This is an optimization exercise on Yosys and OpenROAD, whose aim is small area, not a production implementation.
In this exercise RTL edits were held to simulation tests only and were not proved equivalent to the original.
Power figures rest on the tool's default switching activity, not on a simulated workload.

==> run a <==
// conv
module conv(clk_i, rst, Rm, Rn, max_index, done);
    input  clk_i, rst;
    input  [15:0] Rm, Rn;
    output reg [3:0] max_index;
    output reg done;
    wire       IN  = Rn[0];
    wire [6:0] Wen = Rn[7:1];
    wire       wr  = ~IN & (|Wen);
    reg [6:0] c80;               
    reg [3:0] c9;                
    always @(posedge clk_i) begin
        if (rst) begin
            c80 <= 7'd0;
            c9  <= 4'd0;
        end else begin
            c80 <= (c80 == 7'd79) ? 7'd0 : c80 + 7'd1;
            c9  <= (c9 == 4'd8) ? 4'd0 : c9 + 4'd1;
        end
    end
    wire pol = c80[0];
    wire [7:0] rlo = Rm[7:0] ^ {8{pol}};
    wire [7:0] rhi = Rm[15:8] ^ {8{pol}};
    reg [215:0] w1;              
    integer i;
    always @(posedge clk_i) begin
        for (i = 1; i <= 14; i = i + 1)
            if (wr && Wen == i) begin
                w1[16*i-16 +: 8] <= Rm[7:0];
                if (i < 14) w1[16*i-8 +: 8] <= Rm[15:8];
            end
    end
    reg  [1:0] bl, bh, ol, oh;
    reg  [3:0] nl, nh;
    reg        okl, okh;
    reg  [6:0] xl, xh;
    always @* begin
        xl = {Wen, 1'b0} - 7'd29;            
        xh = {Wen, 1'b0} - 7'd28;            
        okl = wr && Wen >= 7'd15 && Wen <= 7'd41;
        okh = wr && Wen >= 7'd14 && Wen <= 7'd40;
        ol = (xl >= 7'd27) ? 2'd1 : 2'd0;
        oh = (xh >= 7'd27) ? 2'd1 : 2'd0;
        if (xl >= 7'd27) xl = xl - 7'd27;
        if (xh >= 7'd27) xh = xh - 7'd27;
        nl = 4'd0; bl = 2'd0; nh = 4'd0; bh = 2'd0;
        case (xl[4:0])
            5'd0:  begin nl = 4'd0; bl = 2'd0; end   5'd1:  begin nl = 4'd1; bl = 2'd0; end
            5'd2:  begin nl = 4'd2; bl = 2'd0; end   5'd3:  begin nl = 4'd0; bl = 2'd1; end
            5'd4:  begin nl = 4'd1; bl = 2'd1; end   5'd5:  begin nl = 4'd2; bl = 2'd1; end
            5'd6:  begin nl = 4'd0; bl = 2'd2; end   5'd7:  begin nl = 4'd1; bl = 2'd2; end
  ...
clock: 12.0 ns
lec_check: 0
cap_margin: 30
core_margin: 2
core_utilization: 65
cts_cluster_diameter: 100
cts_cluster_size: 26
slew_margin: 20
run.sh (not shown) runs the stock make flow with config.mk's settings and CLKGATE_MAP_FILE= SYNTH_SCRIPT=/design/flow/synth_recipe.tcl, a recipe that flattens the netlist after the stock synthesis.
==> inputs of run b, as changes to run a <==
--- a/flow/design.v
+++ b/flow/design.v
@@ -113,12 +113,13 @@
             wire hd = ~we;
             always @(posedge clk_i)
                 r3[8*gq +: 8] <= ~((((gq % 2) == 0 ? d3e : d3o) & {8{we}}) |
                                    (r3[(8*gq + 8) % 640 +: 8] & {8{hd}}));
         end
     endgenerate
+    wire signed [7:0] w3 = r3[7:0] ^ {8{pol}};
     reg       fin;               
     reg [3:0] kcnt;              
     wire      grp = IN && kcnt == 4'd8 && !fin;
     always @(posedge clk_i) begin
         if (rst)
             kcnt <= 4'd0;
@@ -149,13 +150,18 @@
             par <= 1'b0; first <= 1'b1;
         end else if (grp) begin
             par <= ~par; first <= 1'b0;
         end
     end
     wire [17:0] mxv1;            
-    wire       ph1 = pol;
+    reg  [1:0] wph;              
+    always @(posedge clk_i) begin
+        if (rst || IN) wph <= 2'd0;
+        else if (wph != 2'd2) wph <= wph + 2'd1;
+    end
+    wire       ph1 = wph == 2'd1;
     wire [71:0] wta = ph1 ? w1[143:72] : w1[71:0];
     wire [23:0] s1;              
     wire t0_1, t0_2; assign {t0_2, t0_1} = (wta[0] & win[0]) + (wta[8] & win[1]) + (wta[16] & win[2]);
     wire t0_3, t0_4; assign {t0_4, t0_3} = (wta[24] & win[3]) + (wta[32] & win[4]) + (wta[40] & win[5]);
     wire t0_5, t0_6; assign {t0_6, t0_5} = (wta[48] & win[6]) + (wta[56] & win[7]) + (wta[64] & win[8]);
     wire t0_7, t0_8; assign {t0_8, t0_7} = (wta[1] & win[0]) + (wta[9] & win[1]) + (wta[17] & win[2]);
@@ -298,13 +304,13 @@
     wire signed [5:0] mn2 = (kcnt == 4'd0 || vb > mx2) ? vb : mx2;
     always @(posedge clk_i) begin
         if (!ph1) mx0 <= mn0;
         if (ph1)  mx1 <= mn1;
         mx2 <= mn2;
         if (trig) begin
-            mxc0 <= ph1 ? mx0 : mn0;
+            mxc0 <= mx0;
             mxc1 <= ph1 ? mn1 : mx1;
             mxc2 <= mn2;
         end
     end
     assign mxv1 = {mxc2, mxc1, mxc0};
     reg [4:0] c2;
@@ -368,13 +374,13 @@
     always @(posedge clk_i) begin
         if (trig || c2 == 5'd9) zf <= 1'b1;
         else if ((lapa || lapb) && a == 2'd0) zf <= 1'b0;
     end
     wire signed [5:0] pin = (ch == 2'd0) ? mxv1[5:0] : (ch == 2'd1) ? mxv1[11:6] : mxv1[17:12];
     wire [15:0] whr = (b == 2'd0) ? h2[0] : (b == 2'd1) ? h2[1] : h2[2];
-    wire [7:0]  w2r = lapb ? whr[15:8] : whr[7:0];
+    wire [7:0]  w2 = (lapb ? whr[15:8] : whr[7:0]) ^ {8{pol}};
     reg signed [16:0] ps0a, ps0b, ps1a, ps1b, ps2a, ps2b;
     wire [1:0] slm = (rm3 >= a) ? rm3 - a : rm3 + 2'd3 - a;       
     wire [1:0] slr = (rm3 == 2'd2) ? 2'd0 : rm3 + 2'd1;           
     wire [1:0] sla = lapa ? slm : slr;
     wire [1:0] slb = lapb ? slm : rm3;    
     wire signed [16:0] psa = (sla == 2'd0) ? ps0a : (sla == 2'd1) ? ps1a : ps2a;
@@ -428,13 +434,13 @@
     reg [1:0] st3;               
     reg signed [23:0] acc3;
     reg signed [16:0] mxv;
     wire signed [16:0] sc3 = acc3[23:7];
     wire [23:0] acc3g = acc3 & {24{qe != 3'd0}};
     wire [13:0] mA = fin ? q0 : {{8{pin[5]}}, pin};
-    wire [7:0]  mB = (fin ? r3[7:0] : w2r) ^ {8{pol}};
+    wire [7:0]  mB = fin ? w3 : w2;
     wire [23:0] mC = fin ? acc3g : {{7{psg[16]}}, psg};
     wire [23:0] acc3n;           
     wire m3_1, m3_2; assign {m3_2, m3_1} = (mA[0] & mB[1]) + (mA[1] & mB[0]) + mC[1];
     wire m3_3, m3_4; assign {m3_4, m3_3} = (mA[0] & mB[2]) + (mA[1] & mB[1]) + (mA[2] & mB[0]);
     wire m3_5, m3_6; assign {m3_6, m3_5} = (mA[0] & mB[3]) + (mA[1] & mB[2]) + (mA[2] & mB[1]);
     wire m3_7, m3_8; assign {m3_8, m3_7} = (mA[0] & mB[4]) + (mA[1] & mB[3]) + (mA[2] & mB[2]);
==> run notes <==
Status: run a finished clean; run b finished clean
Synth Area in Compound Gates: run a 10.3%; run b 11.3%
Data required time of the worst path: run a 12.58 ns; run b 12.61 ns
Cell Area, Synth: run a 0.0707 mm²; run b 0.0720 mm²
Final non-filler cell area: run a 0.0752 mm²; run b 0.0766 mm²
Flip-flop and latch count: run a 1714; run b 1716
Power in the clock group: run a 0.00296 W; run b 0.00297 W
GR Util met1: run a 44.6%; run b 43.0%
Post-layout nets: run a 6230; run b 6386
TAP cells: run a 1403; run b 1488
Routed wirelength normalized by instance count: run a 24.5 µm; run b 24.2 µm
Multi-input gate share of total cell area: run a 40.2%; run b 40.8%
Number of vias after detailed routing: run a 46.5k; run b 46.9k
Height of the die: run a 334 µm; run b 337 µm
Last weighted congestion value of the routability-driven placer: run a 0.948; run b 0.911
Sum of met3 wire segment lengths after detailed routing: run a 14700 µm; run b 12900 µm
Standard cell area after detailed placement: run a 0.0729 mm²; run b 0.0743 mm²
Core outline area: run a 0.108 mm²; run b 0.110 mm²
Initial detailed-routing violation count: run a 6476; run b 4700
Post-detailed-routing wire length: run a 178000 µm; run b 182000 µm
End of the critical path: run a g_r2[0].r[103]; run b g_r2[1].r[119]
Maximum single-stage delay on the critical path: run a 0.97 ns; run b 1.03 ns
Final non-clock buffer share: run a 1.76%; run b 1.99%
Measured slew at the worst slew-check pin: run a 1.08 ns; run b 1.14 ns
Portion of the clock cycle consumed by the worst path in the final layout: run a 86.7%; run b 84.0%
Sw power: run a 0.00694 W; run b 0.00729 W
Internal power component: run a 0.0122 W; run b 0.0126 W

* * *

==> onyx: inputs <==
Another version of the RTL of conv (not shown whole).
export LEC_CHECK = 0
export CAP_MARGIN = 30
export CORE_MARGIN = 2
export CORE_UTILIZATION = 65
export CTS_CLUSTER_DIAMETER = 90
export CTS_CLUSTER_SIZE = 30
export SLEW_MARGIN = 20
create_clock -name core_clock -period 12.0 [get_ports {clk_i}]
==> tundra (differences from onyx) <==
Settings changed: CTS_CLUSTER_DIAMETER 90 to 100, CTS_CLUSTER_SIZE 30 to 26.
==> comparison table <==
item                                                                         onyx          tundra
First-pass GRT wire length                                               278.5 mm        279.1 mm
Post-layout nets                                                             6692            6697
Vias in the first global route                                              47300           47420
Via count                                                                   47550           47530
Clock Skew                                                             0.04179 ns      0.03779 ns
Cell Int Power                                                           11.24 mW        11.29 mW
Number of antenna violations at the first check in global routing               7               5
Routed wire length on met2                                               81.25 mm        81.53 mm
All-layer global routing usage                                             0.3092          0.3100
Worst Path Arrival                                                       11.10 ns        11.14 ns
Clk pin slew, worst setup/hold paths                                      0.11 ns         0.10 ns
Status                                                             finished clean  finished clean
Peak supply drop                                                      0.0002225 V     0.0002218 V
Final Core Density                                                         0.6989          0.6992

-- separate check: timing with driven ports --
No port has a modelled driver above. Below, the same layouts with a new extraction and two added sets of constraints.
Step 1: set_driving_cell puts a clkbuf_16 on clk_i and a buf_2 on each other input, an assumption about the parent block.
Step 2 also shifts input and output timing later by t, the mid clock arrival at the registers, as if the neighbouring blocks saw the same clock.
Slacks: no drivers / after step 1 / after step 2; pairs: no drivers / after step 1.
| run | t (ns) | setup WS [ns] | latest minus earliest clock arrival (ns) | slew at the worst register clock pin (ns) |
|---|---|---|---|---|
| run a | 0.761 | 1.598 / 1.507 / 0.746 | 0.040 / 0.040 | 0.11 / 0.11 |
| run b | 0.776 | 1.921 / 1.941 / 1.165 | 0.048 / 0.048 | 0.11 / 0.11 |
| onyx | 0.772 | 1.458 / 1.402 / 0.630 | 0.050 / 0.049 | 0.12 / 0.12 |
| tundra | 0.786 | 1.432 / 1.381 / 0.595 | 0.048 / 0.048 | 0.11 / 0.11 |
After both steps setup and hold are still met in every run listed. The setup slack of run a, which loses most, moves by -0.091 ns with the drivers and by -0.852 ns with both steps.
